This is an optimization exercise on Yosys and OpenROAD, whose aim is small area and a short achievable clock period, not a production implementation. RTL that was checked went through simulation tests only; none was proved equivalent to the original. For run 6, only the layout was checked, not whether the RTL still works. The clock port is modelled as an ideal driver, which makes a skipped or thinned clock tree look cheaper than it is; a real chip needs a root buffer or a tree. Power figures rest on the tool's default switching activity, not on a simulated workload.

===== design/flow/design.v =====
`timescale 1ns/10ps
module IOTDF( clk, rst, in_en, iot_in, fn_sel, busy, valid, iot_out);
input          clk;
input          rst;
input          in_en;
input  [7:0]   iot_in;
input  [2:0]   fn_sel;
output         busy;
output         valid;
output [127:0] iot_out;
reg  [127:0] x;         
reg  [127:0] y;         
reg  [2:0]   s3;        
reg          carry;     
reg          r;         
reg          ones;      
reg          copy_r;    
reg          emit_r;    
reg          first_r;   
reg          valid_r;
reg  [3:0]   cnt;       
reg          have;      
reg  [2:0]   pos;       
reg          r0done;    
wire ph0  = (cnt == 4'd0);
wire ph1  = (cnt == 4'd1);
wire ph15 = (cnt == 4'd15);
wire f_mma  = (fn_sel == 3'b001) | (fn_sel == 3'b010) | (fn_sel == 3'b011);
wire f_avg  = (fn_sel == 3'b011);
wire f_ext  = (fn_sel == 3'b100);
wire f_exc  = (fn_sel == 3'b101);
wire f_peak = (fn_sel[2:1] == 2'b11);
wire f_less = (fn_sel == 3'b010) | (fn_sel == 3'b111);
wire [7:0] a = x[127:120];
wire [7:0] b = y[127:120];
wire r_prev = ~ph1 & r;
wire r_next = (a == b) ? r_prev : ((a > b) ^ f_less);
wire ones_next = (a == 8'hFF) & (ph1 | ones);
wire better = r_next;
wire last   = (pos == 3'd7);
wire ge70   = a[7] | (a[6] & a[5] & a[4]);
wire ltAF   = ~a[7] | (~a[6] & (~a[5] | (~a[4] & ~(&a[3:0]))));
wire lt7F   = ~a[7] & ~(&a[6:0]);
wire geC0   = a[7] & a[6];
wire ext_ok = ge70 & (ltAF | ((a == 8'hAF) & ~ones));
wire exc_ok = lt7F | ((a == 8'h7F) & ~ones) | geC0;
wire copy_now = f_ext | f_exc | first_r | better;
wire emit_now = have & ((f_mma & last) |
                        (f_peak & (r0done ? better : last)) |
                        (f_ext & ext_ok) |
                        (f_exc & exc_ok));
wire copy = ph0 ? copy_now : copy_r;
wire       first_in = ~have | last;     
wire [3:0] low    = (s3 & {3{~first_in}}) + x[10:8];
wire [7:0] addend = {x[10:8] & {3{~ph15}}, x[7:3]};
wire [8:0] asum   = (y[7:0] & {8{~first_r}}) + addend + carry;
wire sel_a = f_avg;
wire sel_x = ~f_avg & copy;
wire sel_y = ~f_avg & ~copy;
wire [7:0] yin = (asum[7:0] & {8{sel_a}}) | (x[7:0] & {8{sel_x}}) | (y[7:0] & {8{sel_y}});
assign busy    = 1'b0;
assign valid   = valid_r;
assign iot_out = y;
always @(posedge clk) begin
	x <= {iot_in, x[127:8]};
	y <= {yin, y[127:8]};
	r <= r_next;
	ones <= ones_next;
	if (ph15) begin
		carry   <= low[3];
		s3      <= low[2:0];
		first_r <= have ? (last & ~f_peak) : ((pos == 3'd0) & ~(f_peak & r0done));
	end
	else
		carry <= asum[8];
	if (ph0) begin
		copy_r <= copy_now;
		emit_r <= emit_now;
	end
end
always @(posedge clk or posedge rst) begin
	if (rst) begin
		valid_r <= 1'b0;
		cnt     <= 4'd0;
		have    <= 1'b0;
		pos     <= 3'd0;
		r0done  <= 1'b0;
	end
	else begin
		valid_r <= ph15 & emit_r;
		if (in_en | have | ~ph0)
			cnt <= cnt + 4'd1;
		if (ph15) begin
			have <= in_en;
			if (have) begin
				pos <= pos + 3'd1;
				if (last)
					r0done <= 1'b1;
			end
		end
	end
end
endmodule

===== design/flow/flow/run.sh =====
#!/bin/bash
set -euo pipefail
here=$(pwd)
export BUFFER_PORTS_ARGS="-buffer_cell sky130_fd_sc_hd__buf_1"
export POST_CTS_TCL="$here/flow/post_cts.tcl"
bash standard.sh > flow_standard.log 2>&1

===== design/flow/flow/post_cts.tcl =====
source [file join [file dirname [info script]] reroot.tcl]
reroot_clock_tree sky130_fd_sc_hd__clkbuf_16
detailed_placement
check_placement -verbose

===== design/flow/flow/reroot.tcl =====
proc reroot_clock_tree {root_cell} {
  set db [ord::get_db]
  set block [ord::get_db_block]
  set clknet [[$block findBTerm clk] getNet]
  # walk the tree from the port: collect buffers, and the leaves (buffers
  # whose loads are not buffers)
  set bufs {}
  set leaves {}
  set front {}
  foreach it [$clknet getITerms] { lappend front [$it getInst] }
  while {[llength $front] > 0} {
    set next {}
    foreach inst $front {
      set mname [[$inst getMaster] getName]
      if {![string match "*clkbuf*" $mname]} continue
      lappend bufs $inst
      set onet [[$inst findITerm X] getNet]
      set child_bufs {}
      foreach it [$onet getITerms] {
        if {![$it isInputSignal]} continue
        if {[string match "*clkbuf*" [[[$it getInst] getMaster] getName]]} { lappend child_bufs [$it getInst] }
      }
      if {[llength $child_bufs] == 0} { lappend leaves $inst } else { set next [concat $next $child_bufs] }
    }
    set front $next
  }
  set uppers {}
  foreach b $bufs { if {[lsearch -exact $leaves $b] < 0} { lappend uppers $b } }
  puts "reroot: [llength $leaves] leaves, [llength $uppers] upper buffers"
  # centre of the leaves
  set sx 0; set sy 0
  foreach l $leaves { set bb [$l getBBox]; set sx [expr {$sx + (([$bb xMin]+[$bb xMax])/2)}]; set sy [expr {$sy + (([$bb yMin]+[$bb yMax])/2)}] }
  set cx [expr {$sx / [llength $leaves]}]; set cy [expr {$sy / [llength $leaves]}]
  # quadrants
  array set grp {}
  foreach l $leaves {
    set bb [$l getBBox]
    set q [expr {((([$bb xMin]+[$bb xMax])/2) >= $cx ? 1 : 0) + ((([$bb yMin]+[$bb yMax])/2) >= $cy ? 2 : 0)}]
    lappend grp($q) $l
  }
  # remove the upper buffers and their nets
  foreach u $uppers {
    set onet [[$u findITerm X] getNet]
    foreach it [$u getITerms] { if {[$it getNet] ne "NULL"} { $it disconnect } }
    odb::dbInst_destroy $u
    if {$onet ne "NULL" && $onet ne $clknet} { odb::dbNet_destroy $onet }
  }
  set master [$db findMaster $root_cell]
  set n 0
  foreach q [lsort [array names grp]] {
    set ls $grp($q)
    set sx 0; set sy 0
    foreach l $ls { set bb [$l getBBox]; set sx [expr {$sx + (([$bb xMin]+[$bb xMax])/2)}]; set sy [expr {$sy + (([$bb yMin]+[$bb yMax])/2)}] }
    set x [expr {$sx / [llength $ls]}]; set y [expr {$sy / [llength $ls]}]
    set inst [odb::dbInst_create $block $master "clkroot_$q"]
    $inst setLocation $x $y
    $inst setPlacementStatus PLACED
    set net [odb::dbNet_create $block "clknet_root_$q"]
    $net setSigType CLOCK
    [$inst findITerm A] connect $clknet
    [$inst findITerm X] connect $net
    foreach l $ls { [$l findITerm A] disconnect; [$l findITerm A] connect $net }
    incr n
    puts "reroot: root $q drives [llength $ls] leaves"
  }
}

===== design/flow/standard.sh =====
#!/bin/bash
# synth_recipe.tcl (not shown) runs the flow's synth.tcl, then flattens the netlist and writes it again
# the make line also repeats each setting of config.mk as NAME=value (left out here)
make -C /OpenROAD-flow-scripts/flow DESIGN_CONFIG=/design/flow/config.mk WORK_HOME=/design/flow/orfs CLKGATE_MAP_FILE= SYNTH_SCRIPT=/design/flow/synth_recipe.tcl "${@:-finish}"

===== design/flow/config.mk =====
export PLATFORM = sky130hd
export DESIGN_NAME = IOTDF
export DESIGN_NICKNAME = IOTDF
export VERILOG_FILES = /design/flow/design.v
export SDC_FILE = /design/flow/constraint.sdc
export NUM_CORES = 4
export LEC_CHECK = 0
export ABC_AREA = 1
export CAP_MARGIN = 20
export CORE_MARGIN = 2
export CORE_UTILIZATION = 65
export CTS_BUF_LIST = sky130_fd_sc_hd__clkbuf_8
export CTS_CLUSTER_DIAMETER = 60
export CTS_CLUSTER_SIZE = 18
export PLACE_DENSITY = 0.75
export SETUP_SLACK_MARGIN = 0.3
export SLEW_MARGIN = 20

===== design/flow/constraint.sdc =====
create_clock -name core_clock -period 10.0 [get_ports {clk}]
set_input_delay 2.0000 -clock core_clock [delete_from_list [all_inputs] [get_ports {clk}]]
set_output_delay 2.0000 -clock core_clock [all_outputs]
set_load 0.01 [all_outputs]

==> flow_summary.toml, run 1 <==
[global_route]
grt_overflow = 0
grt_start_max_net_pins = 21
grt_pass1_vias = 3788
grt_util_all_layers_pct = 20.11
antenna_found_initial = 0
grt_pass1_wl_um = 18150

[drt]
route.top_layer_used = "met4"
drc = 0
vias_per_cell = 4.783
dr.first_iter.drc_count = 208
met1_length_um = 5168
wl_met2_um = 5503
wl_met3_um = 771
routed_wl_um = 11670
vias = 4003
ant_nets = 0
first_pass_iters = 4
wl_per_cell_um = 13.95

[sta]
slew_viol_final = 0
rsz0062_at_grt = "no"
setup_viol = 0
finalCritPeriodShare_pct = 31.47
final-hold-violation-count = 0
fin_tns_setup_ps = 0
worst_slew_pin_slew_ps = 641.2
period_needed_ps = 3147
relSlewSlack_pct = 57.10
fmax_mhz = 317.8
fin_skew_ps = 15.27
hold_ws_ps = 321.6

[yosys]
netlist_instances = 533
ys_async_sr_fraction_pct = 3.636
synthDistinctLibCells = 37
synth_edf_count = 5
synth_warnings = 1
synth_top_cell_by_area = "dfxtp_1"
netlist_area_mm2 = 0.007149
synth_top_area_share_pct = 72.80
synth.most_common_cell = "dfxtp_1"
ys_top_cells_by_area = "dfxtp_1 73%, ha_1 4.2%, dfrtp_1 3.5%, inv_1 3.1%, nand2_1 2.6%"
synthTopCellsByCount = "260 x dfxtp_1, 59 x inv_1, 49 x nand2_1"
synth.avg_cell_area_um2 = 13.41
dominantRegCellSynth = "dfxtp_1"
syn-num-nets = 574
synth_seq_cells = 275
seq_area_frac_synth_pct = 78.40

[worst_setup_path]
startpoint_type = "primary input"
r2r-start = "cnt[0]"
crit_path_start = "fn_sel[2]"
cp.arrival_ps = 3380
crit_required_ps = 10240
critPathCaptureType = "flip-flop"
crit_type = "in -> reg"
crit_fanout = 20

[die]
ioPinCount = 144
coreArea_mm2 = 0.01079
row_count = 38
dieArea_mm2 = 0.01185
die_width_um = 108.9
die_h_um = 108.9
initial_core_util_pct = 66.24

[place]
finalWeightedCongestion = 0.8359
dpl.hpwl_um = 8567
port_buffers = 142

[clock_tree]
cts_tree = "built"
clkTransAtPathRegs_ps = 110
clk_latency_ps = 300
clock_sinks = 275

[flow_run]
drv_cap = 0

[power]
ir_worst_vdd_uv = 260.0
power_density_mw_per_mm2 = 312.3
p_leak_nw = 3.639

[outcome]
status = "no timing/DRC/antenna violations"

[hold_path]
min_from = "x[17]"
worst_hold_path_type = "reg -> reg"

[final_layout]
nets = 733
area_growth_pct = 14.46
drive_gt1_share_pct = 7.471
==> where the power goes <==
part / switching [mW] / internal, mW / leakage [nW] / total, mW
clock network: 0.294 / 0.223 / 0.198 / 0.517
registers: 0.159 / 1.37 / 2.36 / 1.52
logic: 0.333 / 0.181 / 1.08 / 0.515
total: 0.786 / 1.77 / 3.64 / 2.56
==> flip-flops by register name, summed over array words and instances (netlist names) <==
name	count
y	128
carry	1
emit_r	1
s3	3
have	1
first_r	1
pos	3
ones	1
r0done	1
valid_r	1
x	128
copy_r	1
cnt	4
r	1
==> area by class of cell, without the clock buffers <==
cell class                 count  area (um2)
tap                          140       175.2
fill                         718        2610
clock inverter                 6       35.03
antenna                        1       2.502
buffer                         4       100.1
sequential                   275        5605
timing repair buffer         142       533.0
multi-input combinational    192        1282
inverter                      61       229.0
==> cells by family after synthesis <==
| kind of cell | after synthesis | synth area share [%] |
|---|---|---|
| adder cells (fa/ha/maj) | 27 | 5.040 |
| AND/OR/NAND/NOR | 128 | 9.678 |
| flip-flops | 275 | 78.40 |
| AO/OA/AOI/OAI | 31 | 2.520 |
| multiplexers | 1 | 0.1575 |
| other | 1 | 0.05245 |
| buffers and inverters | 66 | 3.658 |
| XOR/XNOR | 4 | 0.4901 |
==> cell usage in the layout, fill, tap and decap left out, drive strengths merged, types with 10 or more instances in the layout <==
| cell type | n |
|---|---|
| inv | 66 |
| nand3 | 33 |
| clkbuf | 20 |
| nor2 | 25 |
| ha | 24 |
| nand2 | 52 |
| a21oi | 14 |
| o21ai | 11 |
| dfrtp | 10 |
| buf | 142 |
| dfxtp | 260 |
| nand4 | 10 |
==> final timing paths <==
| check | endpoint | slack [ps] | depth (start not counted) |
|---|---|---|---|
| setup / recovery | y[121] | 6850 | 7 |
| hold / removal | x[9] | 320 | 0 |
| setup reg to reg | y[127] | 7130 | 13 |
| hold reg to reg | x[9] | 320 | 0 |
| max in group asynchronous | cnt[2] | 8070 | 2 |
| min in group asynchronous | have | 1640 | 2 |
==> layer usage <==
layer,GRT usage (%),vias to the layer above
met5,0,-
met4,6.136,0
met3,5.081,18
met2,31.90,137
met1,27.41,1846
li1,-,2002
==> metrics by stage <==
stage                     instances  area [um2]  power (mW)  setup slack (ps)  util (%)
after detailed placement        810        7825       2.064              6621     72.50
after floorplan                 533        7149       1.809              7099         -
after global placement          810        7825       2.044              6707     72.50
after global routing            836        8180       2.715              6713     75.79
final                           837        8183       2.556              6853     75.82
==> worst max-delay path: stages <==
cell     delay [ps]
buf_1           150
inv_2           110
nand2_2          60
nor2_1          400
inv_2           290
or2_1           300
nand3_2          70
==> inputs of run 2 (changes only) <==
==> design/flow/flow/run.sh (replaced) <==
#!/bin/bash
# The standard layout, with these changes:
#  - plain sky130_fd_sc_hd__buf_1 cells as the port buffers;
#  - timing repair aims at a period of 10 - SETUP_SLACK_MARGIN ns, and runs
#    after global routing only, once the clock tree has its final form.
set -euo pipefail
here=$(pwd)
export BUFFER_PORTS_ARGS="-buffer_cell sky130_fd_sc_hd__buf_1"
export POST_CTS_TCL="$here/flow/post_cts.tcl"
export SKIP_CTS_REPAIR_TIMING=1
export SETUP_SLACK_MARGIN=7.0
bash standard.sh > flow_standard.log 2>&1
--- a/design/flow/config.mk
+++ b/design/flow/config.mk
@@ -13,5 +13,4 @@
 export CTS_CLUSTER_DIAMETER = 60
 export CTS_CLUSTER_SIZE = 18
 export PLACE_DENSITY = 0.75
-export SETUP_SLACK_MARGIN = 0.3
 export SLEW_MARGIN = 20
==> flow_summary.toml, run 2 <==
[global_route]
grt_pass1_vias = 3788
grt_pass1_wl_um = 18150
grt_start_max_net_pins = 21
grt_util_all_layers_pct = 20.11
grt_overflow = 0
antenna_found_initial = 0

[clock_tree]
clock_sinks = 275
clkTransAtPathRegs_ps = 110
clk_latency_ps = 300
cts_tree = "built"

[sta]
period_needed_ps = 2939
setup_viol = 0
final-hold-violation-count = 0
fmax_mhz = 340.2
setup_ws_ps = 7061
finalCritPeriodShare_pct = 29.39
fin_tns_setup_ps = 0
fin_skew_ps = 15.03
rsz0062_at_grt = "no"
slew_viol_final = 0

[yosys]
synth.avg_cell_area_um2 = 13.41
ys_async_sr_fraction_pct = 3.636
synthDistinctLibCells = 37
synth_top_cell_by_area = "dfxtp_1"
synthTopCellsByCount = "260 x dfxtp_1, 59 x inv_1, 49 x nand2_1"
synth_warnings = 1
synth_top_area_share_pct = 72.80
synth_edf_count = 5
dominantRegCellSynth = "dfxtp_1"
syn-num-nets = 574
netlist_instances = 533
seq_area_frac_synth_pct = 78.40
netlist_area_mm2 = 0.007149
synth_seq_cells = 275
synth.most_common_cell = "dfxtp_1"
ys_top_cells_by_area = "dfxtp_1 73%, ha_1 4.2%, dfrtp_1 3.5%, inv_1 3.1%, nand2_1 2.6%"

[worst_setup_path]
path_cells = "buf_1"
crit_fanout = 3
critPathCaptureType = "output port"
worstReg2RegEnd = "y[127]"
startpoint_type = "flip-flop"
max_stage_delay_ps = 460
critical_path_cell_count = 1
path_delay_family = "flip-flops"
crit_path_start = "y[122]"
r2r-start = "cnt[0]"
crit_type = "reg -> out"
critPathBufInv = 1
critPathCapture = "iot_out[122]"
critPathSlowestCell = "dfxtp_1"
worst_r2r_path_depth = 13
reg2reg_setup_slack_ps = 7370
crit_required_ps = 8000
cp.arrival_ps = 940

[final_layout]
final_cell_mix = "260 x dfxtp_1, 140 x buf_1, 63 x inv_1"
mostFrequentLayoutCell = "dfxtp_1"
post-route-cell-area_mm2 = 0.008254
n_antenna_cell = 0
drive_gt1_share_pct = 8.714
area_growth_pct = 15.45
post-route-util_pct = 76.48
nets = 737
reg_top3 = "x x128, y x128, cnt x4"

[drt]
first_pass_iters = 4
vias = 4036
ant_nets = 0
dr.first_iter.drc_count = 248
vias_per_cell = 4.805
wl_per_cell_um = 14.14
drc = 0
routed_wl_um = 11870

[power]
ir_worst_vdd_uv = 260.3
p_leak_nw = 3.670
power_density_mw_per_mm2 = 311.3

[place]
port_buffers = 142
placed_area_mm2 = 0.007825
finalWeightedCongestion = 0.8359
dpl.hpwl_um = 8567
dp_slack_ps = 6621

[die]
die_width_um = 108.9
row_count = 38
coreArea_mm2 = 0.01079
initial_core_util_pct = 66.24
dieArea_mm2 = 0.01185
die_h_um = 108.9
ioPinCount = 144

[flow_run]
drv_cap = 0

[hold_path]
min_from = "x[17]"
worst_hold_path_type = "reg -> reg"

[outcome]
status = "no timing/DRC/antenna violations"
[run 2: cell counts after synthesis]
No cell type changed its count.
[run 2: cells by family after synthesis]
logic type	after synthesis	share of synthesized area, %
AND/OR/NAND/NOR	128	9.678
XOR/XNOR	4	0.4901
multiplexers	1	0.1575
other	1	0.05245
buffers and inverters	66	3.658
AO/OA/AOI/OAI	31	2.520
adder cells (fa/ha/maj)	27	5.040
flip-flops	275	78.40
[run 2: layout make-up, without the clock buffers]
cell class	count	area (um2)
Buffer	4	100.1
Clock inverter	6	35.03
Fill cell	707	2539
Inverter	61	231.5
Multi-Input combinational cell	194	1334
Sequential cell	275	5605
Tap cell	140	175.2
Timing Repair Buffer	144	553.0
[run 2: worst min path at each step]
stage | cells after the start | slack (ps) | to
final | 0 | 320 | x[9]
after global routing | 0 | 330 | x[49]
after detailed placement | 0 | 310 | x[101]
after global placement | 0 | 310 | x[58]
after floorplan | 0 | 310 | x[100]
[run 2: stage by stage]
step / hold slack [ps] / power, mW / instances
6_report: 321.1 / 2.569 / 840
5_1_grt: 332.1 / 2.729 / 840
3_5_place_dp: 312.1 / 2.064 / 810
3_3_place_gp: 309.7 / 2.044 / 810
2_1_floorplan: 309.6 / 1.809 / 533
[run 2: routing by layer]
metal	track usage (%)	routed length [um]
met1	27.41	5222
met2	31.90	5594
met3	5.081	842
met4	6.136	214
met5	0	0
[run 2: report_power, final]
group | total, mW | internal (mW) | switching, mW
clock | 0.517 | 0.223 | 0.294
sequential | 1.52 | 1.37 | 0.159
combinational | 0.528 | 0.187 | 0.341
total | 2.57 | 1.78 | 0.794
==> inputs of run 3 (changes only) <==
--- a/design/flow/flow/run.sh
+++ b/design/flow/flow/run.sh
@@ -8,5 +8,5 @@
 export BUFFER_PORTS_ARGS="-buffer_cell sky130_fd_sc_hd__buf_1"
 export POST_CTS_TCL="$here/flow/post_cts.tcl"
 export SKIP_CTS_REPAIR_TIMING=1
-export SETUP_SLACK_MARGIN=7.0
+export SETUP_SLACK_MARGIN=7.1
 bash standard.sh > flow_standard.log 2>&1
==> flow_summary.toml, run 3 <==
[outcome]
status = "no timing/DRC/antenna violations"

[die]
die_h_um = 108.9
initial_core_util_pct = 66.24
row_count = 38
coreArea_mm2 = 0.01079
ioPinCount = 144
dieArea_mm2 = 0.01185
die_width_um = 108.9

[global_route]
use_met1_pct = 28.10
antenna_found_initial = 0
met2_usage_pct = 32.83
grt_overflow = 0
grt_pass1_vias = 3854
grt.busiest_layer = "met2"
grt_util_all_layers_pct = 20.56
grt_start_max_net_pins = 21
grt_pass1_wl_um = 18490
met3_usage_pct = 5.499

[yosys]
netlist_instances = 533
synthDistinctLibCells = 37
synth_edf_count = 5
synth_top_area_share_pct = 72.80
dominantRegCellSynth = "dfxtp_1"
ys_async_sr_fraction_pct = 3.636
synth.most_common_cell = "dfxtp_1"
synth.avg_cell_area_um2 = 13.41
synthTopCellsByCount = "260 x dfxtp_1, 59 x inv_1, 49 x nand2_1"
seq_area_frac_synth_pct = 78.40
synth_warnings = 1
netlist_area_mm2 = 0.007149
syn-num-nets = 574
synth_seq_cells = 275
ys_top_cells_by_area = "dfxtp_1 73%, ha_1 4.2%, dfrtp_1 3.5%, inv_1 3.1%, nand2_1 2.6%"
synth_top_cell_by_area = "dfxtp_1"

[worst_setup_path]
path_common_cell = "nand3_2"
critPathBufInv = 3
crit_type = "in -> reg"
critPathCaptureType = "flip-flop"
crit_fanout = 4
path_cells = "clkbuf_2 -> inv_1 -> a211oi_4 -> buf_4 -> nand3_2 -> nand4_1 -> nand3_2"
startpoint_type = "primary input"
crit_required_ps = 10200
max_stage_delay_ps = 290
path_delay_family = "buffers and inverters"
critPathSlowestCell = "a211oi_4"
cp.arrival_ps = 3100

[final_layout]
mostFrequentLayoutCell = "dfxtp_1"
post-route-cell-area_mm2 = 0.008279
n_antenna_cell = 0
nets = 737
final_cell_mix = "245 x dfxtp_1, 137 x buf_1, 63 x inv_1"
reg_top3 = "x x128, y x128, cnt x4"
drive_gt1_share_pct = 11.43
area_growth_pct = 15.80

[sta]
final-hold-violation-count = 0
period_needed_ps = 2901
fin_tns_setup_ps = 0
fin_skew_ps = 34.45
rsz0062_at_grt = "yes"
slew_viol_final = 0
setup_viol = 0
fmax_mhz = 344.7
finalCritPeriodShare_pct = 29.01

[power]
switching_share_pct = 30.96
p_clk_share_pct = 20.2
p_int_mw = 1.782
p_leak_nw = 3.674
power_density_mw_per_mm2 = 311.8
p_sw_uw = 799.3
combPwrFrac_pct = 20.5
total_power_mw = 2.581
ir_worst_vdd_uv = 254.2
pwr-share-seq_pct = 59.4

[drt]
first_pass_iters = 4
ant_nets = 0
routed_wl_um = 12260
vias = 4005
dr.first_iter.drc_count = 242
wl_per_cell_um = 14.59
drc = 0
vias_per_cell = 4.768

[clock_tree]
clkTransAtPathRegs_ps = 110
clk_latency_ps = 310
clock_sinks = 275
cts_tree = "built"

[place]
dpl.hpwl_um = 8825
finalWeightedCongestion = 0.8485
placed_area_mm2 = 0.007825
port_buffers = 142

[flow_run]
drv_cap = 0

[hold_path]
worst_hold_path_type = "reg -> reg"
[run 3: changes by cell type in the layout (fill, tap and decap cells not counted)]
cell and change:
clkbuf_2 +3, clkinv_8 -1, buf_1 -3, dfxtp_2 +15, dfxtp_1 -15, buf_6 +1
inv_2 -1, buf_4 -1, inv_6 +1, nand2_1 -1, clkinvlp_4 +1, nand2_2 +1
[run 3: worst register-to-register path, delay by kind of cell (launching register included)]
family / cells / cell delay, ps
fa+ha+maj: 2 / 510
flops: 1 / 430
compound gates: 1 / 340
buf+inv: 3 / 280
simple gates: 7 / 910
[run 3: final timing paths]
| path | slack [ps] | depth (start not counted) | from | end |
|---|---|---|---|---|
| worst max-delay path | 7100 | 7 | fn_sel[1] | y[124] |
| worst min-delay path | 320 | 0 | x[26] | x[18] |
| worst max register to register | 7450 | 13 | cnt[0] | y[127] |
| worst min register to register | 320 | 0 | x[26] | x[18] |
| max in group asynchronous | 8040 | 2 | rst | cnt[1] |
| min in group asynchronous | 1630 | 2 | rst | cnt[3] |
[run 3: kinds of logic after synthesis]
family | share of synthesized area, %
AOI/OAI and AO/OA | 2.520
DFF | 78.40
muxes | 0.1575
and+or+nand+nor | 9.678
buffers and inverters | 3.658
other | 0.05245
adders and majority gates | 5.040
xor gates and xnor gates | 0.4901
[run 3: final cells by class, without the clock buffers]
| class | instances | area (um2) |
|---|---|---|
| Timing Repair Buffer | 144 | 560.5 |
| Fill cell | 714 | 2514 |
| Inverter | 61 | 231.5 |
| Buffer | 4 | 100.1 |
| Multi-Input combinational cell | 194 | 1336 |
| Sequential cell | 275 | 5624 |
| Tap cell | 140 | 175.2 |
| Clock inverter | 6 | 31.28 |
[run 3: metrics by stage]
stage | hold WS (ps) | util [%] | worst slack, ps | instances
finish | 316.9 | 76.71 | 7099 | 840
detailed placement | 312.1 | 72.50 | 6621 | 810
global route | 328.0 | 76.71 | 7045 | 840
global placement | 309.7 | 72.50 | 6719 | 810
floorplan | 309.6 | - | 7112 | 533
[run 3: routing by layer]
metal | vias to the layer above | wire (um)
li1 | 2001 | -
met1 | 1874 | 5416
met2 | 113 | 5897
met3 | 17 | 758
met4 | 0 | 183
met5 | - | 0
[run 3: power by group through the flow]
stage                     Clock, mW  Combinational (mW)  Sequential [mW]
after global routing          0.576               0.596             1.56
final                         0.521               0.529             1.53
after detailed placement          0               0.516             1.55
after global placement            0               0.506             1.54
after floorplan                   0               0.204             1.60
==> inputs of run 4 (changes only) <==
==> design/flow/config.mk (replaced) <==
export PLATFORM = sky130hd
export DESIGN_NAME = IOTDF
export DESIGN_NICKNAME = IOTDF
export VERILOG_FILES = /design/flow/design.v
export SDC_FILE = /design/flow/constraint.sdc
export NUM_CORES = 4
export LEC_CHECK = 0
export ABC_AREA = 0
export CAP_MARGIN = 20
export CORE_MARGIN = 2
export CORE_UTILIZATION = 75
export CTS_BUF_LIST = sky130_fd_sc_hd__clkbuf_8
export CTS_CLUSTER_DIAMETER = 60
export CTS_CLUSTER_SIZE = 18
export PLACE_DENSITY = 0.8
export SLEW_MARGIN = 20
==> flow_summary.toml, run 4 <==
[yosys]
synthTopCellsByCount = "260 x dfxtp_1, 24 x ha_1, 24 x inv_1"
synth_top_area_share_pct = 73.20
ys_async_sr_fraction_pct = 3.636
netlist_instances = 487
synth_top_cell_by_area = "dfxtp_1"
synth_warnings = 1
synth_seq_cells = 275
ys_top_cells_by_area = "dfxtp_1 73%, ha_1 4.2%, dfrtp_1 3.5%, edfxtp_1 2.1%, inv_1 1.3%"
dominantRegCellSynth = "dfxtp_1"
synthDistinctLibCells = 60
netlist_area_mm2 = 0.007111
synth_edf_count = 5
seq_area_frac_synth_pct = 78.83
synth.avg_cell_area_um2 = 14.60
syn-num-nets = 528
synth.most_common_cell = "dfxtp_1"

[die]
initial_core_util_pct = 76.95
die_width_um = 101.4
row_count = 35
ioPinCount = 144
die_h_um = 101.4

[outcome]
error_line = "Error: cts.tcl, 90 invalid command name \"NULL\""
status = "stopped before the end"
haltStage = "clock tree synthesis"

[clock_tree]
clock_sinks = 275

[place]
finalWeightedCongestion = 0.8941
dpl.hpwl_um = 10090
port_buffers = 142
==> run 4: changes by cell type after synthesis, moves of 5 or more <==
cell,delta
inv_1,-35
nand2_1,-32
nand3_2,-17
nor2_1,-11
nor2b_1,+10
nand4_1,-9
nand3_1,-8
and2_1,+6
nor3_1,+6
a211oi_1,+5
o221ai_1,+5
==> run 4: cells by family after synthesis <==
logic type / after synthesis / synth area share (%)
flip-flops: 275 / 78.83
other: 1 / 0.05274
AO/OA/AOI/OAI: 64 / 6.634
buffers and inverters: 31 / 1.883
adder cells (fa/ha/maj): 27 / 5.068
XOR/XNOR: 8 / 1.091
multiplexers: 2 / 0.3167
AND/OR/NAND/NOR: 79 / 6.124
==> run 4: worst max-delay path by stage <==
stage / from / to / slack, ps
3_5_place_dp: fn_sel[0] / y[124] / 5770
3_3_place_gp: fn_sel[0] / y[122] / 5890
2_1_floorplan: fn_sel[0] / y[122] / 6570
==> run 4: metrics by stage <==
stage | worst slack (ps) | cells | power (mW) | instance area (um2)
after detailed placement | 5770 | 752 | 2.272 | 7779
after global placement | 5889 | 752 | 2.210 | 7779
after floorplan | 6567 | 487 | 1.942 | 7137
==> run 4: power groups by stage <==
stage	Sequential [mW]	Clock, mW	Combinational [mW]
floorplan	1.71	0	0.237
global placement	1.62	0	0.595
detailed placement	1.64	0	0.628
==> inputs of run 5 (changes only) <==
==> design/flow/flow/reroot.tcl (replaced) <==
proc inst_center {inst} {
  set bb [$inst getBBox]
  return [list [expr {([$bb xMin] + [$bb xMax]) / 2}] [expr {([$bb yMin] + [$bb yMax]) / 2}]]
}

proc is_clock_buffer {inst} {
  return [string match "sky130_fd_sc_hd__clkbuf_*" [[$inst getMaster] getName]]
}

proc reroot_clock_tree {root_cell} {
  set db [ord::get_db]
  set block [ord::get_db_block]
  set clknet [[$block findBTerm clk] getNet]
  set bufs {}
  set leaves {}
  set dummies {}
  set front {}
  foreach it [$clknet getITerms] { lappend front [$it getInst] }
  while {[llength $front] > 0} {
    set next {}
    foreach inst $front {
      if {![is_clock_buffer $inst]} {
        error "reroot: clock net drives [[$inst getMaster] getName] [$inst getName] outside the buffer tree"
      }
      set onet [[$inst findITerm X] getNet]
      if {$onet eq "NULL"} { lappend dummies $inst; continue }
      lappend bufs $inst
      set child_bufs {}
      set child_other 0
      foreach it [$onet getITerms] {
        if {[$it getIoType] ne "INPUT"} {
          if {[$it getInst] ne $inst} { error "reroot: net [$onet getName] has a second driver" }
          continue
        }
        set c [$it getInst]
        if {![is_clock_buffer $c]} {
          incr child_other
        } elseif {[[$c findITerm X] getNet] eq "NULL"} {
          lappend dummies $c
        } else {
          lappend child_bufs $c
        }
      }
      if {[llength $child_bufs] == 0} {
        lappend leaves $inst
      } else {
        if {$child_other > 0} { error "reroot: buffer [$inst getName] drives both buffers and sinks" }
        set next [concat $next $child_bufs]
      }
    }
    set front $next
  }
  set uppers {}
  foreach b $bufs { if {[lsearch -exact $leaves $b] < 0} { lappend uppers $b } }
  puts "reroot: [llength $leaves] leaves, [llength $uppers] upper buffers, [llength $dummies] dummy loads"
  if {[llength $leaves] < 2} { puts "reroot: nothing to do"; return }
  foreach d $dummies {
    foreach it [$d getITerms] { if {[$it getNet] ne "NULL"} { $it disconnect } }
    odb::dbInst_destroy $d
  }
  # centre of the leaves, and their quadrants around it
  set sx 0; set sy 0
  foreach l $leaves { lassign [inst_center $l] x y; set sx [expr {$sx + $x}]; set sy [expr {$sy + $y}] }
  set cx [expr {$sx / [llength $leaves]}]; set cy [expr {$sy / [llength $leaves]}]
  array set grp {}
  foreach l $leaves {
    lassign [inst_center $l] x y
    lappend grp([expr {($x >= $cx ? 1 : 0) + ($y >= $cy ? 2 : 0)}]) $l
  }
  # remove the upper buffers and their output nets
  foreach u $uppers {
    set onet [[$u findITerm X] getNet]
    foreach it [$u getITerms] { if {[$it getNet] ne "NULL"} { $it disconnect } }
    odb::dbInst_destroy $u
    if {$onet ne "NULL" && $onet ne $clknet} { odb::dbNet_destroy $onet }
  }
  set master [$db findMaster $root_cell]
  foreach q [lsort [array names grp]] {
    set ls $grp($q)
    set sx 0; set sy 0
    foreach l $ls { lassign [inst_center $l] x y; set sx [expr {$sx + $x}]; set sy [expr {$sy + $y}] }
    set inst [odb::dbInst_create $block $master "clkroot_$q"]
    $inst setLocation [expr {$sx / [llength $ls]}] [expr {$sy / [llength $ls]}]
    $inst setPlacementStatus PLACED
    set net [odb::dbNet_create $block "clknet_root_$q"]
    $net setSigType CLOCK
    [$inst findITerm A] connect $clknet
    [$inst findITerm X] connect $net
    foreach l $ls { [$l findITerm A] disconnect; [$l findITerm A] connect $net }
    puts "reroot: root $q drives [llength $ls] leaves"
  }
}
==> flow_summary.toml, run 5 <==
[place]
finalWeightedCongestion = 0.8941
dp_cells = 752
port_buffers = 142
dp_slack_ps = 5770
dpl.hpwl_um = 10090

[sta]
hold_ws_ps = 306.4
final-hold-violation-count = 0
setup_viol = 0
finalCritPeriodShare_pct = 34.71
setup_ws_ps = 6529
slew_viol_final = 0
fin_skew_ps = 32.45
relSlewSlack_pct = 52.52
period_needed_ps = 3471
fin_tns_setup_ps = 0
fmax_mhz = 288.1
worst_slew_pin_slew_ps = 704.7
rsz0062_at_grt = "yes"

[global_route]
grt_pass1_wl_um = 22720
grt_util_all_layers_pct = 29.95
antenna_found_initial = 0
grt_pass1_vias = 4295
grt_overflow = 0
grt_start_max_net_pins = 20

[yosys]
synth_top_cell_by_area = "dfxtp_1"
netlist_instances = 487
synth_seq_cells = 275
synth_top_area_share_pct = 73.20
ys_top_cells_by_area = "dfxtp_1 73%, ha_1 4.2%, dfrtp_1 3.5%, edfxtp_1 2.1%, inv_1 1.3%"
synth_edf_count = 5
synth.avg_cell_area_um2 = 14.60
syn-num-nets = 528
synth.most_common_cell = "dfxtp_1"
ys_async_sr_fraction_pct = 3.636
synthDistinctLibCells = 60
synth_warnings = 1
synthTopCellsByCount = "260 x dfxtp_1, 24 x ha_1, 24 x inv_1"
seq_area_frac_synth_pct = 78.83
netlist_area_mm2 = 0.007111
dominantRegCellSynth = "dfxtp_1"

[final_layout]
drive_gt1_share_pct = 12.61
reg_top3 = "x x128, y x128, cnt x4"
layoutNonFillerInstCount = 787
n_antenna_cell = 0
area_growth_pct = 17.21
nets = 695
final_cell_mix = "245 x dfxtp_1, 129 x buf_1, 29 x inv_1"
fill_cells = 351
mostFrequentLayoutCell = "dfxtp_1"

[hold_path]
whs_path_depth = 0
worst_hold_path_type = "reg -> reg"

[drt]
routed_wl_um = 17300
vias = 4499
ant_nets = 0
wl_per_cell_um = 21.98
dr.first_iter.drc_count = 349
drc = 0
first_pass_iters = 5
vias_per_cell = 5.717

[die]
initial_core_util_pct = 76.95
row_count = 35
ioPinCount = 144
coreArea_mm2 = 0.009240
die_width_um = 101.4
dieArea_mm2 = 0.01028
die_h_um = 101.4

[power]
switching_share_pct = 34.07
p_clk_share_pct = 18.4
p_leak_nw = 3.516
total_power_mw = 2.899
pwr-share-seq_pct = 57.0
p_int_mw = 1.911
power_density_mw_per_mm2 = 347.9
combPwrFrac_pct = 24.6
p_sw_uw = 987.8
ir_worst_vdd_uv = 249.0

[clock_tree]
cts_tree = "built"
clk_latency_ps = 310
clock_sinks = 275
clkTransAtPathRegs_ps = 110

[outcome]
status = "no timing/DRC/antenna violations"

[worst_setup_path]
worst_r2r_path_depth = 9
r2r-start = "y[123]"
critPathCapture = "y[120]"
critPathCaptureType = "flip-flop"
crit_path_start = "fn_sel[2]"
cp.arrival_ps = 3660
worstReg2RegEnd = "y[120]"
reg2reg_setup_slack_ps = 7070
startpoint_type = "primary input"
crit_fanout = 7
crit_required_ps = 10190
crit_type = "in -> reg"

[flow_run]
drv_cap = 0
[run 5: cell counts after synthesis]
Identical to the previous run, type by type.
[run 5: final cells by class, without the clock buffers]
| type | count | area [um2] | share of cell area, % |
|---|---|---|---|
| sequential | 275 | 5627 | 67.51 |
| multi-input combinational | 182 | 1456 | 17.47 |
| timing repair buffer | 150 | 638.1 | 7.657 |
| tap | 129 | 161.4 | 1.937 |
| buffer | 4 | 100.1 | 1.201 |
| inverter | 25 | 96.34 | 1.156 |
| clock inverter | 6 | 35.03 | 0.4204 |
[run 5: kinds of logic (layout without fill, tap and decap cells)]
group	count (synthesis)	count (layout)	share of synthesized area, %
compound gates	64	65	6.634
other cells	1	1	0.05274
fa+ha+maj	27	27	5.068
simple gates	79	79	6.124
mux	2	2	0.3167
xor+xnor	8	8	1.091
buf+inv	31	201	1.883
flops	275	275	78.83
[run 5: power by group through the flow]
stage / Combinational [mW] / Clock [mW] / Sequential, mW
after global routing: 0.775 / 0.573 / 1.67
after floorplan: 0.237 / 0 / 1.71
final: 0.714 / 0.534 / 1.65
after detailed placement: 0.628 / 0 / 1.64
after global placement: 0.595 / 0 / 1.62
[run 5: worst min path at each step]
stage	slack, ps	from	end
final	310	x[57]	x[49]
after global routing	310	x[64]	x[56]
after detailed placement	310	x[45]	x[37]
after global placement	310	x[84]	x[76]
after floorplan	310	x[108]	x[100]
[run 5: routing by layer]
metal	vias to the layer above	part of all wire [%]	global-route usage [%]
met2	331	50	54.05
met4	0	4.8	12.79
li1	1963	-	-
met5	-	0	0
met3	72	9.6	6.901
met1	2133	35	34.10
[run 5: stage by stage]
step / utilization [%] / area (um2)
final: 90.20 / 8334
after global routing: 90.20 / 8334
after detailed placement: 84.18 / 7779
after global placement: 84.18 / 7779
after floorplan: - / 7137
[run 5: critical path: stages]
cell       delay, ps
buf_12           110
xnor2_4          200
o2bb2ai_2        150
a211oi_2          70
buf_4            180
a211oi_4         420
buf_4            200
inv_4             30
o311a_1          280
==> inputs of run 6 (changes only) <==
--- a/design/flow/design.v
+++ b/design/flow/design.v
@@ -34,7 +34,16 @@
 wire [7:0] a = x[127:120];
 wire [7:0] b = y[127:120];
 wire r_prev = ~ph1 & r;
-wire r_next = (a == b) ? r_prev : ((a > b) ^ f_less);
+wire [7:0] gk = a & ~b;
+wire [7:0] pk = a | ~b;
+wire g10 = gk[1] | (pk[1] & gk[0]), p10 = pk[1] & pk[0];
+wire g32 = gk[3] | (pk[3] & gk[2]), p32 = pk[3] & pk[2];
+wire g54 = gk[5] | (pk[5] & gk[4]), p54 = pk[5] & pk[4];
+wire g76 = gk[7] | (pk[7] & gk[6]), p76 = pk[7] & pk[6];
+wire g30 = g32 | (p32 & g10), p30 = p32 & p10;
+wire g74 = g76 | (p76 & g54), p74 = p76 & p54;
+wire g70 = g74 | (p74 & g30), p70 = p74 & p30;
+wire r_next = f_less ^ (g70 | (p70 & (r_prev ^ f_less)));
 wire ones_next = (a == 8'hFF) & (ph1 | ones);
 wire better = r_next;
 wire last   = (pos == 3'd7);
--- a/design/flow/config.mk
+++ b/design/flow/config.mk
@@ -8,9 +8,9 @@
 export ABC_AREA = 0
 export CAP_MARGIN = 20
 export CORE_MARGIN = 2
-export CORE_UTILIZATION = 75
+export CORE_UTILIZATION = 65
 export CTS_BUF_LIST = sky130_fd_sc_hd__clkbuf_8
 export CTS_CLUSTER_DIAMETER = 60
 export CTS_CLUSTER_SIZE = 18
-export PLACE_DENSITY = 0.8
+export PLACE_DENSITY = 0.75
 export SLEW_MARGIN = 20
==> flow_summary.toml, run 6 <==
[die]
ioPinCount = 144
initial_core_util_pct = 66.95
row_count = 37
die_h_um = 107.1
die_width_um = 107.1

[outcome]
haltStage = "clock tree synthesis"
status = "stopped before the end"
error_line = "Error: cts.tcl, 90 reroot: buffer clkbuf_1_1__f_clk drives both buffers and sinks"

[yosys]
seq_area_frac_synth_pct = 81.10
netlist_instances = 465
synth_edf_count = 5
syn-num-nets = 498
synth.most_common_cell = "dfxtp_1"
ys_async_sr_fraction_pct = 3.636
synthTopCellsByCount = "260 x dfxtp_1, 21 x inv_1, 16 x ha_1"
dominantRegCellSynth = "dfxtp_1"
synth_top_area_share_pct = 75.31
synth_top_cell_by_area = "dfxtp_1"
synth_warnings = 1
ys_top_cells_by_area = "dfxtp_1 75%, dfrtp_1 3.6%, ha_1 2.9%, edfxtp_1 2.2%, mux2i_1 1.6%"
synth_seq_cells = 275
synthDistinctLibCells = 46
synth.avg_cell_area_um2 = 14.86
netlist_area_mm2 = 0.006912

[place]
placed_area_mm2 = 0.007596
dpl.hpwl_um = 8074
dp_cells = 739
port_buffers = 142
finalWeightedCongestion = 0.8503

[clock_tree]
clock_sinks = 275
[run 6: logic make-up after synthesis]
logic type | share of synthesized area (%)
flip-flops | 81.10
AND/OR/NAND/NOR | 6.300
AO/OA/AOI/OAI | 3.910
buffers and inverters | 1.521
adder cells (fa/ha/maj) | 3.765
multiplexers | 2.082
XOR/XNOR | 1.267
other | 0.05426
[run 6: power groups by stage]
stage	Clock, mW	Sequential (mW)	Combinational, mW
3_3_place_gp	0	1.48	0.413
2_1_floorplan	0	1.53	0.166
3_5_place_dp	0	1.49	0.422
[run 6: stage by stage]
stage	util [%]	power [mW]	hold WS (ps)	worst slack [ps]
3_5_place_dp	73.58	1.911	312.1	6222
3_3_place_gp	73.58	1.889	309.8	6374
2_1_floorplan	-	1.700	309.6	6950
[run 6: how the worst max path moves through the flow]
stage               from  endpoint  cells past startpoint
3_5_place_dp   fn_sel[2]    y[126]                      7
2_1_floorplan  fn_sel[2]    y[120]                      7
3_3_place_gp   fn_sel[2]    y[120]                      7
==> inputs of run 7 (changes only) <==
--- a/design/flow/design.v
+++ b/design/flow/design.v
@@ -16,24 +16,23 @@
 reg          ones;      
 reg          copy_r;    
 reg          emit_r;    
-reg          first_r;   
+reg  [2:0]   fn;        
 reg          valid_r;
 reg  [3:0]   cnt;       
 reg          have;      
 reg  [2:0]   pos;       
 reg          r0done;    
 wire ph0  = (cnt == 4'd0);
-wire ph1  = (cnt == 4'd1);
 wire ph15 = (cnt == 4'd15);
-wire f_mma  = (fn_sel == 3'b001) | (fn_sel == 3'b010) | (fn_sel == 3'b011);
-wire f_avg  = (fn_sel == 3'b011);
-wire f_ext  = (fn_sel == 3'b100);
-wire f_exc  = (fn_sel == 3'b101);
-wire f_peak = (fn_sel[2:1] == 2'b11);
-wire f_less = (fn_sel == 3'b010) | (fn_sel == 3'b111);
+wire f_mma  = (fn == 3'b001) | (fn == 3'b010) | (fn == 3'b011);
+wire f_avg  = (fn == 3'b011);
+wire f_ext  = (fn == 3'b100);
+wire f_exc  = (fn == 3'b101);
+wire f_peak = (fn[2:1] == 2'b11);
+wire f_less = (fn == 3'b010) | (fn == 3'b111);
 wire [7:0] a = x[127:120];
 wire [7:0] b = y[127:120];
-wire r_prev = ~ph1 & r;
+wire r_prev = r;
 wire [7:0] gk = a & ~b;
 wire [7:0] pk = a | ~b;
 wire g10 = gk[1] | (pk[1] & gk[0]), p10 = pk[1] & pk[0];
@@ -44,16 +43,17 @@
 wire g74 = g76 | (p76 & g54), p74 = p76 & p54;
 wire g70 = g74 | (p74 & g30), p70 = p74 & p30;
 wire r_next = f_less ^ (g70 | (p70 & (r_prev ^ f_less)));
-wire ones_next = (a == 8'hFF) & (ph1 | ones);
+wire ones_next = (a == 8'hFF) & ones;
 wire better = r_next;
 wire last   = (pos == 3'd7);
+wire first  = (pos == 3'd0) & ~(f_peak & r0done);    
 wire ge70   = a[7] | (a[6] & a[5] & a[4]);
 wire ltAF   = ~a[7] | (~a[6] & (~a[5] | (~a[4] & ~(&a[3:0]))));
 wire lt7F   = ~a[7] & ~(&a[6:0]);
 wire geC0   = a[7] & a[6];
 wire ext_ok = ge70 & (ltAF | ((a == 8'hAF) & ~ones));
 wire exc_ok = lt7F | ((a == 8'h7F) & ~ones) | geC0;
-wire copy_now = f_ext | f_exc | first_r | better;
+wire copy_now = f_ext | f_exc | first | better;
 wire emit_now = have & ((f_mma & last) |
                         (f_peak & (r0done ? better : last)) |
                         (f_ext & ext_ok) |
@@ -62,7 +62,7 @@
 wire       first_in = ~have | last;     
 wire [3:0] low    = (s3 & {3{~first_in}}) + x[10:8];
 wire [7:0] addend = {x[10:8] & {3{~ph15}}, x[7:3]};
-wire [8:0] asum   = (y[7:0] & {8{~first_r}}) + addend + carry;
+wire [8:0] asum   = (y[7:0] & {8{~first}}) + addend + carry;
 wire sel_a = f_avg;
 wire sel_x = ~f_avg & copy;
 wire sel_y = ~f_avg & ~copy;
@@ -72,13 +72,13 @@
 assign iot_out = y;
 always @(posedge clk) begin
 	x <= {iot_in, x[127:8]};
+	fn <= fn_sel;
 	y <= {yin, y[127:8]};
-	r <= r_next;
-	ones <= ones_next;
+	r <= ~ph0 & r_next;
+	ones <= ph0 | ones_next;
 	if (ph15) begin
 		carry   <= low[3];
 		s3      <= low[2:0];
-		first_r <= have ? (last & ~f_peak) : ((pos == 3'd0) & ~(f_peak & r0done));
 	end
 	else
 		carry <= asum[8];
--- a/design/flow/flow/reroot.tcl
+++ b/design/flow/flow/reroot.tcl
@@ -5,6 +5,14 @@
 
 proc is_clock_buffer {inst} {
   return [string match "sky130_fd_sc_hd__clkbuf_*" [[$inst getMaster] getName]]
+}
+
+# a cell whose outputs drive nothing: CTS adds such cells to balance loads
+proc is_dummy_load {inst} {
+  foreach it [$inst getITerms] {
+    if {[$it getIoType] eq "OUTPUT" && [$it getNet] ne "NULL"} { return 0 }
+  }
+  return 1
 }
 
 proc reroot_clock_tree {root_cell} {
@@ -33,12 +41,12 @@
           continue
         }
         set c [$it getInst]
-        if {![is_clock_buffer $c]} {
+        if {[is_dummy_load $c]} {
+          lappend dummies $c
+        } elseif {[is_clock_buffer $c]} {
+          lappend child_bufs $c
+        } else {
           incr child_other
-        } elseif {[[$c findITerm X] getNet] eq "NULL"} {
-          lappend dummies $c
-        } else {
-          lappend child_bufs $c
         }
       }
       if {[llength $child_bufs] == 0} {
@@ -58,14 +66,21 @@
     foreach it [$d getITerms] { if {[$it getNet] ne "NULL"} { $it disconnect } }
     odb::dbInst_destroy $d
   }
-  # centre of the leaves, and their quadrants around it
-  set sx 0; set sy 0
-  foreach l $leaves { lassign [inst_center $l] x y; set sx [expr {$sx + $x}]; set sy [expr {$sy + $y}] }
-  set cx [expr {$sx / [llength $leaves]}]; set cy [expr {$sy / [llength $leaves]}]
+  # four groups of leaves of (nearly) equal size: split at the median x, then
+  # each half at its median y
+  set keyed {}
+  foreach l $leaves { lassign [inst_center $l] x y; lappend keyed [list $x $y $l] }
+  set keyed [lsort -real -index 0 $keyed]
+  set h [expr {[llength $keyed] / 2}]
   array set grp {}
-  foreach l $leaves {
-    lassign [inst_center $l] x y
-    lappend grp([expr {($x >= $cx ? 1 : 0) + ($y >= $cy ? 2 : 0)}]) $l
+  set q 0
+  foreach half [list [lrange $keyed 0 [expr {$h - 1}]] [lrange $keyed $h end]] {
+    set half [lsort -real -index 1 $half]
+    set hh [expr {[llength $half] / 2}]
+    foreach part [list [lrange $half 0 [expr {$hh - 1}]] [lrange $half $hh end]] {
+      foreach e $part { lappend grp($q) [lindex $e 2] }
+      incr q
+    }
   }
   # remove the upper buffers and their output nets
   foreach u $uppers {
--- a/design/flow/config.mk
+++ b/design/flow/config.mk
@@ -8,9 +8,9 @@
 export ABC_AREA = 0
 export CAP_MARGIN = 20
 export CORE_MARGIN = 2
-export CORE_UTILIZATION = 65
+export CORE_UTILIZATION = 72
 export CTS_BUF_LIST = sky130_fd_sc_hd__clkbuf_8
 export CTS_CLUSTER_DIAMETER = 60
 export CTS_CLUSTER_SIZE = 18
-export PLACE_DENSITY = 0.75
+export PLACE_DENSITY = 0.8
 export SLEW_MARGIN = 20
==> flow_summary.toml, run 7 <==
[outcome]
status = "no timing/DRC/antenna violations"

[yosys]
synthTopCellsByCount = "263 x dfxtp_1, 21 x inv_1, 15 x ha_1"
muxShareOfSynthArea_pct = 1.765
dominantRegCellSynth = "dfxtp_1"
synth_edf_count = 4
netlist_area_mm2 = 0.006947
synthDistinctLibCells = 51
synth_warnings = 1
ys_top_cells_by_area = "dfxtp_1 76%, dfrtp_1 3.6%, ha_1 2.7%, edfxtp_1 1.7%, mux2i_1 1.4%"
synth.most_common_cell = "dfxtp_1"
synth_top_area_share_pct = 75.79
synth-xor-area-share_pct = 1.135
synth_compound_area_share_pct = 4.341
synth_fa_ha_area_share_pct = 3.710
syn-num-nets = 494
synth_top_family_by_area = "simple AND/OR/NAND/NOR gates"
synth_top_cell_by_area = "dfxtp_1"
synth-simple-area-share_pct = 6.484
synth.avg_cell_area_um2 = 15.04
seq_area_frac_synth_pct = 81.12
netlist_instances = 462
ys_async_sr_fraction_pct = 3.610
synth_seq_cells = 277

[final_layout]
reg_top3 = "x x128, y x128, cnt x4"
mostFrequentLayoutCell = "dfxtp_1"
fill_cells = 444
area_growth_pct = 15.06
drive_gt1_share_pct = 8.668
multi_input_area_mm2 = 0.001219
nets = 657
final_cell_mix = "250 x dfxtp_1, 136 x buf_1, 21 x inv_1"
seqCellArea_mm2 = 0.005659
n_antenna_cell = 0

[worst_setup_path]
worstReg2RegEnd = "y[126]"
cp.arrival_ps = 880
crit_path_start = "y[2]"
reg2reg_setup_slack_ps = 7240
worst_r2r_path_depth = 13
crit_type = "reg -> out"
critPathCaptureType = "output port"
critPathSlowestCell = "dfxtp_1"
critical_path_cell_count = 1
max_stage_delay_ps = 410
path_cells = "clkbuf_2"
crit_fanout = 3
crit_required_ps = 8000
path_delay_family = "flip-flops"
critPathBufInv = 1
startpoint_type = "flip-flop"
r2r-start = "pos[0]"
critPathCapture = "iot_out[2]"

[sta]
relSlewSlack_pct = 55.46
slew_viol_final = 0
finalCritPeriodShare_pct = 28.79
hold_ws_ps = 290.3
fin_skew_ps = 38.99
rsz0062_at_grt = "no"
fin_tns_setup_ps = 0
worst_slew_pin_slew_ps = 666.2
final-hold-violation-count = 0
setup_viol = 0
fmax_mhz = 347.4
period_needed_ps = 2879

[drt]
vias = 3882
wl_per_cell_um = 17.11
ant_nets = 0
dr.first_iter.drc_count = 149
first_pass_iters = 5
vias_per_cell = 5.162
routed_wl_um = 12870
drc = 0

[die]
die_width_um = 102.2
coreArea_mm2 = 0.009284
dieArea_mm2 = 0.01045
die_h_um = 102.2
initial_core_util_pct = 74.82
row_count = 35
ioPinCount = 144

[global_route]
grt_overflow = 0
grt_util_all_layers_pct = 24.74
antenna_found_initial = 1
grt_start_max_net_pins = 19
grt_pass1_vias = 3894
grt_pass1_wl_um = 19390

[place]
finalWeightedCongestion = 0.9027
dpl.hpwl_um = 8511
port_buffers = 142

[clock_tree]
clkTransAtPathRegs_ps = 100
clock_sinks = 277
clk_latency_ps = 290

[power]
p_leak_nw = 3.380
power_density_mw_per_mm2 = 338.2
ir_worst_vdd_uv = 226.3

[flow_run]
drv_cap = 0

[hold_path]
worst_hold_path_type = "reg -> reg"
## run 7: cell types whose count changed after synthesis, sizes merged, moves of 3 or more
cell / before / now
dfxtp: 260 / 263
nand3: 9 / 6
nand2: 15 / 12
nand2b: 10 / 6
and2: 7 / 12
## run 7: where the power goes
group / switching, mW / leakage, nW / internal [mW]
Combinational: 0.381 / 0.836 / 0.238
Clock: 0.288 / 0.164 / 0.217
Sequential: 0.173 / 2.38 / 1.41
Total: 0.842 / 3.38 / 1.86
## run 7: cell type report, without the clock buffers
cell class | instances | share of cell area, %
Timing Repair Buffer | 143 | 6.857
Sequential cell | 277 | 70.80
Multi-Input combinational cell | 161 | 15.25
Inverter | 22 | 1.064
Buffer | 4 | 1.252
Tap cell | 129 | 2.019
## run 7: logic make-up after synthesis
logic type,after synthesis
compound gates,44
flops,277
simple gates,76
fa+ha+maj,19
xor+xnor,9
other cells,1
buf+inv,24
mux,12
## run 7: worst min path at each step
| stage | startpoint | end | slack (ps) | depth (start not counted) |
|---|---|---|---|---|
| 3_3_place_gp | x[73] | x[65] | 310 | 0 |
| 5_1_grt | x[72] | x[64] | 290 | 0 |
| 3_5_place_dp | x[25] | x[17] | 310 | 0 |
| 6_report | x[72] | x[64] | 290 | 0 |
| 2_1_floorplan | x[108] | x[100] | 310 | 0 |
## run 7: routing by layer
metal  share of wire [%]  vias up  global-route usage (%)
li1                    -     1812                       -
met1                  38     1845                   29.26
met2                  52      191                   44.23
met3                 7.7       34                   6.088
met4                 2.7        0                   8.513
met5                   0        -                       0
## run 7: through the flow
| stage | setup WS [ps] | cell area [um2] | utilization (%) | power, mW | std cells |
|---|---|---|---|---|---|
| after floorplan | 7535 | 6947 | - | 1.897 | 462 |
| after global placement | 7363 | 7630 | 82.18 | 2.139 | 731 |
| after detailed placement | 7256 | 7630 | 82.18 | 2.184 | 731 |
| after global routing | 7073 | 7993 | 86.09 | 2.839 | 752 |
| final | 7121 | 7993 | 86.09 | 2.703 | 752 |
==> inputs of run 8 (changes only) <==
--- a/design/flow/config.mk
+++ b/design/flow/config.mk
@@ -8,9 +8,9 @@
 export ABC_AREA = 0
 export CAP_MARGIN = 20
 export CORE_MARGIN = 2
-export CORE_UTILIZATION = 72
+export CORE_UTILIZATION = 65
 export CTS_BUF_LIST = sky130_fd_sc_hd__clkbuf_8
 export CTS_CLUSTER_DIAMETER = 60
 export CTS_CLUSTER_SIZE = 18
-export PLACE_DENSITY = 0.8
+export PLACE_DENSITY = 0.75
 export SLEW_MARGIN = 20
==> flow_summary.toml, run 8 <==
[outcome]
status = "no timing/DRC/antenna violations"

[worst_setup_path]
critPathBufInv = 1
startpoint_type = "flip-flop"
path_delay_family = "flip-flops"
critPathCaptureType = "output port"
crit_type = "reg -> out"
crit_required_ps = 8000
critPathSlowestCell = "dfxtp_2"
path_cells = "clkbuf_2"
cp.arrival_ps = 860
max_stage_delay_ps = 420
crit_fanout = 4

[yosys]
netlist_instances = 462
synthDistinctLibCells = 51
synth.avg_cell_area_um2 = 15.04
seq_area_frac_synth_pct = 81.12
synthTopCellsByCount = "263 x dfxtp_1, 21 x inv_1, 15 x ha_1"
synth_seq_cells = 277
netlist_area_mm2 = 0.006947
synth_top_area_share_pct = 75.79
synth.most_common_cell = "dfxtp_1"
synth_warnings = 1
syn-num-nets = 494
synth_top_cell_by_area = "dfxtp_1"
dominantRegCellSynth = "dfxtp_1"
synth_edf_count = 4
ys_async_sr_fraction_pct = 3.610
ys_top_cells_by_area = "dfxtp_1 76%, dfrtp_1 3.6%, ha_1 2.7%, edfxtp_1 1.7%, mux2i_1 1.4%"

[final_layout]
mostFrequentLayoutCell = "dfxtp_1"
final_cell_mix = "252 x dfxtp_1, 139 x buf_1, 21 x inv_1"
nets = 659
reg_top3 = "x x128, y x128, cnt x4"
post-route-util_pct = 77.22
area_growth_pct = 15.27
n_antenna_cell = 0
drive_gt1_share_pct = 8.160

[place]
port_buffers = 142
dpl.hpwl_um = 7796
finalWeightedCongestion = 0.8409

[sta]
rsz0062_at_grt = "no"
final-hold-violation-count = 0
finalCritPeriodShare_pct = 28.65
setup_viol = 0
fin_tns_setup_ps = 0
slew_viol_final = 0
relSlewSlack_pct = 60.29
period_needed_ps = 2865
fin_skew_ps = 34.44
worst_slew_pin_slew_ps = 593.1
fmax_mhz = 349.1

[clock_tree]
clock_sinks = 277
clkTransAtPathRegs_ps = 100
clk_latency_ps = 300

[flow_run]
drv_cap = 0

[global_route]
met3_usage_pct = 5.085
grt_pass1_vias = 3581
use_met1_pct = 24.99
antenna_found_initial = 0
grt.busiest_layer = "met2"
met2_usage_pct = 31.19
grt_start_max_net_pins = 19
grt_overflow = 0
grt_util_all_layers_pct = 19.13
grt_pass1_wl_um = 17100

[die]
coreArea_mm2 = 0.01037
initial_core_util_pct = 66.99
dieArea_mm2 = 0.01153
die_width_um = 107.4
ioPinCount = 144
die_h_um = 107.4
row_count = 37

[drt]
routed_wl_um = 11080
first_pass_iters = 4
dr.first_iter.drc_count = 110
vias = 3656
ant_nets = 0
wl_per_cell_um = 14.56
vias_per_cell = 4.804
drc = 0

[power]
p_leak_nw = 3.380
ir_worst_vdd_uv = 257.3
power_density_mw_per_mm2 = 332.3

[hold_path]
worst_hold_path_type = "reg -> reg"
==> run 8: logic make-up after synthesis <==
family / after synthesis / synth area share (%)
and+or+nand+nor: 76 / 6.484
buffers and inverters: 24 / 1.387
other: 1 / 0.05398
muxes: 12 / 1.765
xor gates and xnor gates: 9 / 1.135
adders and majority gates: 19 / 3.710
AOI/OAI and AO/OA: 44 / 4.341
DFF: 277 / 81.12
==> run 8: path summary, 6_finish.rpt <==
| path | startpoint | to | slack [ps] | cells past startpoint |
|---|---|---|---|---|
| max in group asynchronous | rst | cnt[0] | 8070 | 2 |
| worst min-delay path | x[40] | x[32] | 300 | 0 |
| worst max register to register | pos[0] | y[126] | 7340 | 13 |
| worst min register to register | x[40] | x[32] | 300 | 0 |
| worst max-delay path | y[125] | iot_out[125] | 7140 | 1 |
| min in group asynchronous | rst | cnt[2] | 1640 | 2 |
==> run 8: layout make-up, without the clock buffers <==
cell class              count  area, um2
inverters                  22      85.08
repair buffers            145      559.3
plain buffers               4      100.1
flip-flops and latches    277       5654
fillers                   679       2362
multi-input cells         161       1219
well taps                 136      170.2
==> run 8: where the power goes <==
part	internal, mW	switching (mW)	leakage [nW]
Combinational	0.238	0.349	0.836
Clock	0.217	0.290	0.164
Sequential	1.40	0.164	2.38
Total	1.86	0.802	3.38
==> run 8: layer usage <==
metal  wire length, um  vias up
met3               746       21
met2              5157      119
li1                  -     1824
met4               228        0
met5                 0        -
met1              4950     1692
==> run 8: stage by stage <==
step	std cells	setup slack, ps	cell area [um2]	power, mW	hold WS, ps
floorplan	462	7535	6947	1.897	309.6
global placement	738	7363	7639	2.139	309.7
detailed placement	738	7273	7639	2.167	312.1
global route	761	7086	8008	2.808	303.2
finish	761	7135	8008	2.661	300.8
==> inputs of run 9 (changes only) <==
--- a/design/flow/design.v
+++ b/design/flow/design.v
@@ -15,7 +15,6 @@
 reg          r;         
 reg          ones;      
 reg          copy_r;    
-reg          emit_r;    
 reg  [2:0]   fn;        
 reg          valid_r;
 reg  [3:0]   cnt;       
@@ -53,12 +52,10 @@
 wire geC0   = a[7] & a[6];
 wire ext_ok = ge70 & (ltAF | ((a == 8'hAF) & ~ones));
 wire exc_ok = lt7F | ((a == 8'h7F) & ~ones) | geC0;
-wire copy_now = f_ext | f_exc | first | better;
-wire emit_now = have & ((f_mma & last) |
-                        (f_peak & (r0done ? better : last)) |
-                        (f_ext & ext_ok) |
-                        (f_exc & exc_ok));
-wire copy = ph0 ? copy_now : copy_r;
+wire copy_now = (f_ext & ext_ok) | (f_exc & exc_ok) | (~f_ext & ~f_exc & (first | better));
+wire copy = (f_ext | f_exc) | (ph0 ? copy_now : copy_r);
+wire emit = have & (((f_mma | (f_peak & ~r0done)) & last) |
+                    ((f_ext | f_exc | (f_peak & r0done)) & copy_r));
 wire       first_in = ~have | last;     
 wire [3:0] low    = (s3 & {3{~first_in}}) + x[10:8];
 wire [7:0] addend = {x[10:8] & {3{~ph15}}, x[7:3]};
@@ -84,7 +81,6 @@
 		carry <= asum[8];
 	if (ph0) begin
 		copy_r <= copy_now;
-		emit_r <= emit_now;
 	end
 end
 always @(posedge clk or posedge rst) begin
@@ -96,7 +92,7 @@
 		r0done  <= 1'b0;
 	end
 	else begin
-		valid_r <= ph15 & emit_r;
+		valid_r <= ph15 & emit;
 		if (in_en | have | ~ph0)
 			cnt <= cnt + 4'd1;
 		if (ph15) begin
==> flow_summary.toml, run 9 <==
[outcome]
status = "no timing/DRC/antenna violations"

[sta]
relSlewSlack_pct = 57.23
fmax_mhz = 347.7
final-hold-violation-count = 0
hold_ws_ps = 288.6
slew_viol_final = 0
fin_tns_setup_ps = 0
setup_viol = 0
fin_skew_ps = 38.40
rsz0062_at_grt = "yes"
worst_slew_pin_slew_ps = 640.9
finalCritPeriodShare_pct = 28.76
period_needed_ps = 2876

[yosys]
synth_top_area_share_pct = 76.14
synth_top_family_by_area = "compound AO/OA/AOI/OAI gates"
ys_async_sr_fraction_pct = 3.623
synth.most_common_cell = "dfxtp_1"
synth.avg_cell_area_um2 = 15.00
synth_compound_area_share_pct = 6.043
synth-simple-area-share_pct = 5.175
synth-xor-area-share_pct = 1.520
ys_top_cells_by_area = "dfxtp_1 76%, dfrtp_1 3.6%, ha_1 2.7%, edfxtp_1 1.3%, and2_1 1.2%"
synth_seq_cells = 276
synthTopCellsByCount = "263 x dfxtp_1, 19 x inv_1, 18 x nand2_1"
netlist_area_mm2 = 0.006915
muxShareOfSynthArea_pct = 1.158
syn-num-nets = 493
netlist_instances = 461
synth_edf_count = 3
synthDistinctLibCells = 50
synth_top_cell_by_area = "dfxtp_1"
synth_warnings = 1
synth_fa_ha_area_share_pct = 3.582
seq_area_frac_synth_pct = 81.06
dominantRegCellSynth = "dfxtp_1"

[die]
coreArea_mm2 = 0.01032
dieArea_mm2 = 0.01148
ioPinCount = 144
die_h_um = 107.1
die_width_um = 107.1
row_count = 37
initial_core_util_pct = 66.99

[worst_setup_path]
startpoint_type = "flip-flop"
max_stage_delay_ps = 400
crit_fanout = 5
critPathSlowestCell = "dfxtp_2"
cp.arrival_ps = 880
path_delay_family = "flip-flops"
path_cells = "buf_1"
critPathCaptureType = "output port"
critPathBufInv = 1
crit_required_ps = 8000
crit_type = "reg -> out"

[drt]
wl_per_cell_um = 16.42
drc = 0
dr.first_iter.drc_count = 156
vias_per_cell = 4.976
first_pass_iters = 5
routed_wl_um = 12510
ant_nets = 0
vias = 3792

[global_route]
grt_pass1_wl_um = 19310
grt_overflow = 0
antenna_found_initial = 0
grt_pass1_vias = 3864
grt_util_all_layers_pct = 22.11
grt_start_max_net_pins = 19

[flow_run]
drv_cap = 0

[power]
ir_worst_vdd_uv = 280.1
p_leak_nw = 3.334
total_power_mw = 2.803
power_density_mw_per_mm2 = 350.4

[hold_path]
worst_hold_path_type = "reg -> reg"

[clock_tree]
clk_latency_ps = 290
clock_sinks = 276
clkTransAtPathRegs_ps = 100

[final_layout]
post-route-util_pct = 77.47
n_antenna_cell = 0
final_cell_mix = "251 x dfxtp_1, 136 x buf_1, 19 x inv_1"
reg_top3 = "x x128, y x128, cnt x4"
drive_gt1_share_pct = 9.585
fill_cells = 639
multi_input_area_mm2 = 0.001217
nets = 660
mostFrequentLayoutCell = "dfxtp_1"
seqCellArea_mm2 = 0.005625
area_growth_pct = 15.65

[place]
finalWeightedCongestion = 0.8834
port_buffers = 142
dpl.hpwl_um = 8721
run 9: cells by family after synthesis:
logic type,Yosys count
flip-flops,276
AND/OR/NAND/NOR,66
AO/OA/AOI/OAI,57
buffers and inverters,25
adder cells (fa/ha/maj),18
XOR/XNOR,12
multiplexers,6
other,1
run 9: metrics by stage:
step / cell area [um2] / cells / setup slack [ps]
final: 7998 / 762 / 7124
after global routing: 7998 / 762 / 7043
after detailed placement: 7607 / 737 / 7126
after global placement: 7607 / 737 / 7223
after floorplan: 6915 / 461 / 7340
run 9: routing by layer:
layer | vias to the layer above | wire, um | GRT usage, %
li1 | 1848 | - | -
met2 | 137 | 6207 | 37.70
met1 | 1781 | 5131 | 27.25
met5 | - | 0 | 0
met4 | 0 | 281 | 7.607
met3 | 26 | 889 | 5.836
run 9: final cells by class, without the clock buffers:
class / instances / share of cell area, %
inverter: 23 / 1.079
sequential: 276 / 70.34
timing repair buffer: 147 / 7.228
tap: 136 / 2.128
buffer: 4 / 1.252
multi-input combinational: 160 / 15.22
run 9: path summary, 6_finish.rpt:
kind                        start  slack [ps]  cells after the start            to
min                         x[58]         290                      0         x[50]
max                        y[123]        7120                      1  iot_out[123]
max in group asynchronous     rst        8070                      2       valid_r
min reg2reg                 x[58]         290                      0         x[50]
max reg2reg                pos[1]        7310                     12        y[127]
min in group asynchronous     rst        1640                      2          have
run 9: where the power goes:
part	switching, mW	internal (mW)
clock network	0.293	0.217
logic	0.415	0.268
registers	0.183	1.43
run 9: worst reg2reg max path: stages (launching register included):
cell       delay (ps)
dfrtp_1           410
inv_1              60
ha_1              130
nand3b_1          220
buf_4             220
and2_1            150
ha_1              310
o21ai_1           130
a21oi_1           120
a2111oi_0         370
o21bai_1          120
xnor2_1           140
a22oi_1           210

-- separate check: timing with driven ports --
The results above use ideal ports. As a check the final layouts listed here were re-extracted and re-timed, cells and wires unchanged. Step 1 (the two cells are an assumption about what drives the block):
set clk [get_ports {clk}]
set_driving_cell -lib_cell sky130_fd_sc_hd__clkbuf_16 $clk
set_driving_cell -lib_cell sky130_fd_sc_hd__buf_2 [delete_from_list [all_inputs] $clk]
Step 2 also shifts input and output timing later by t, the mid clock arrival at the registers, as if the neighbouring blocks saw the same clock. Three values: no drivers, after step 1, after step 2; two values: the first two.
run	t, ns	setup WS [ns]	worst setup path at the end	worst register clock-pin slew, ns
run 1	0.374	6.853 / 6.916 / 6.542	input to register	0.11 / 0.11
run 2	0.374	7.061 / 6.978 / 6.797	input to register	0.11 / 0.11
run 3	0.375	7.099 / 7.032 / 6.782	input to register	0.11 / 0.11
run 5	0.381	6.529 / 6.553 / 6.173	input to register	0.12 / 0.12
run 7	0.363	7.121 / 7.034 / 7.245	register to register	0.11 / 0.11
run 8	0.368	7.135 / 7.052 / 7.342	register to register	0.11 / 0.11
run 9	0.364	7.124 / 7.035 / 7.257	input to register	0.11 / 0.11
After both steps every run listed still meets setup and hold. For run 5, which loses most, drivers alone change the setup slack by +0.024 ns; drivers and shift together by -0.356 ns.
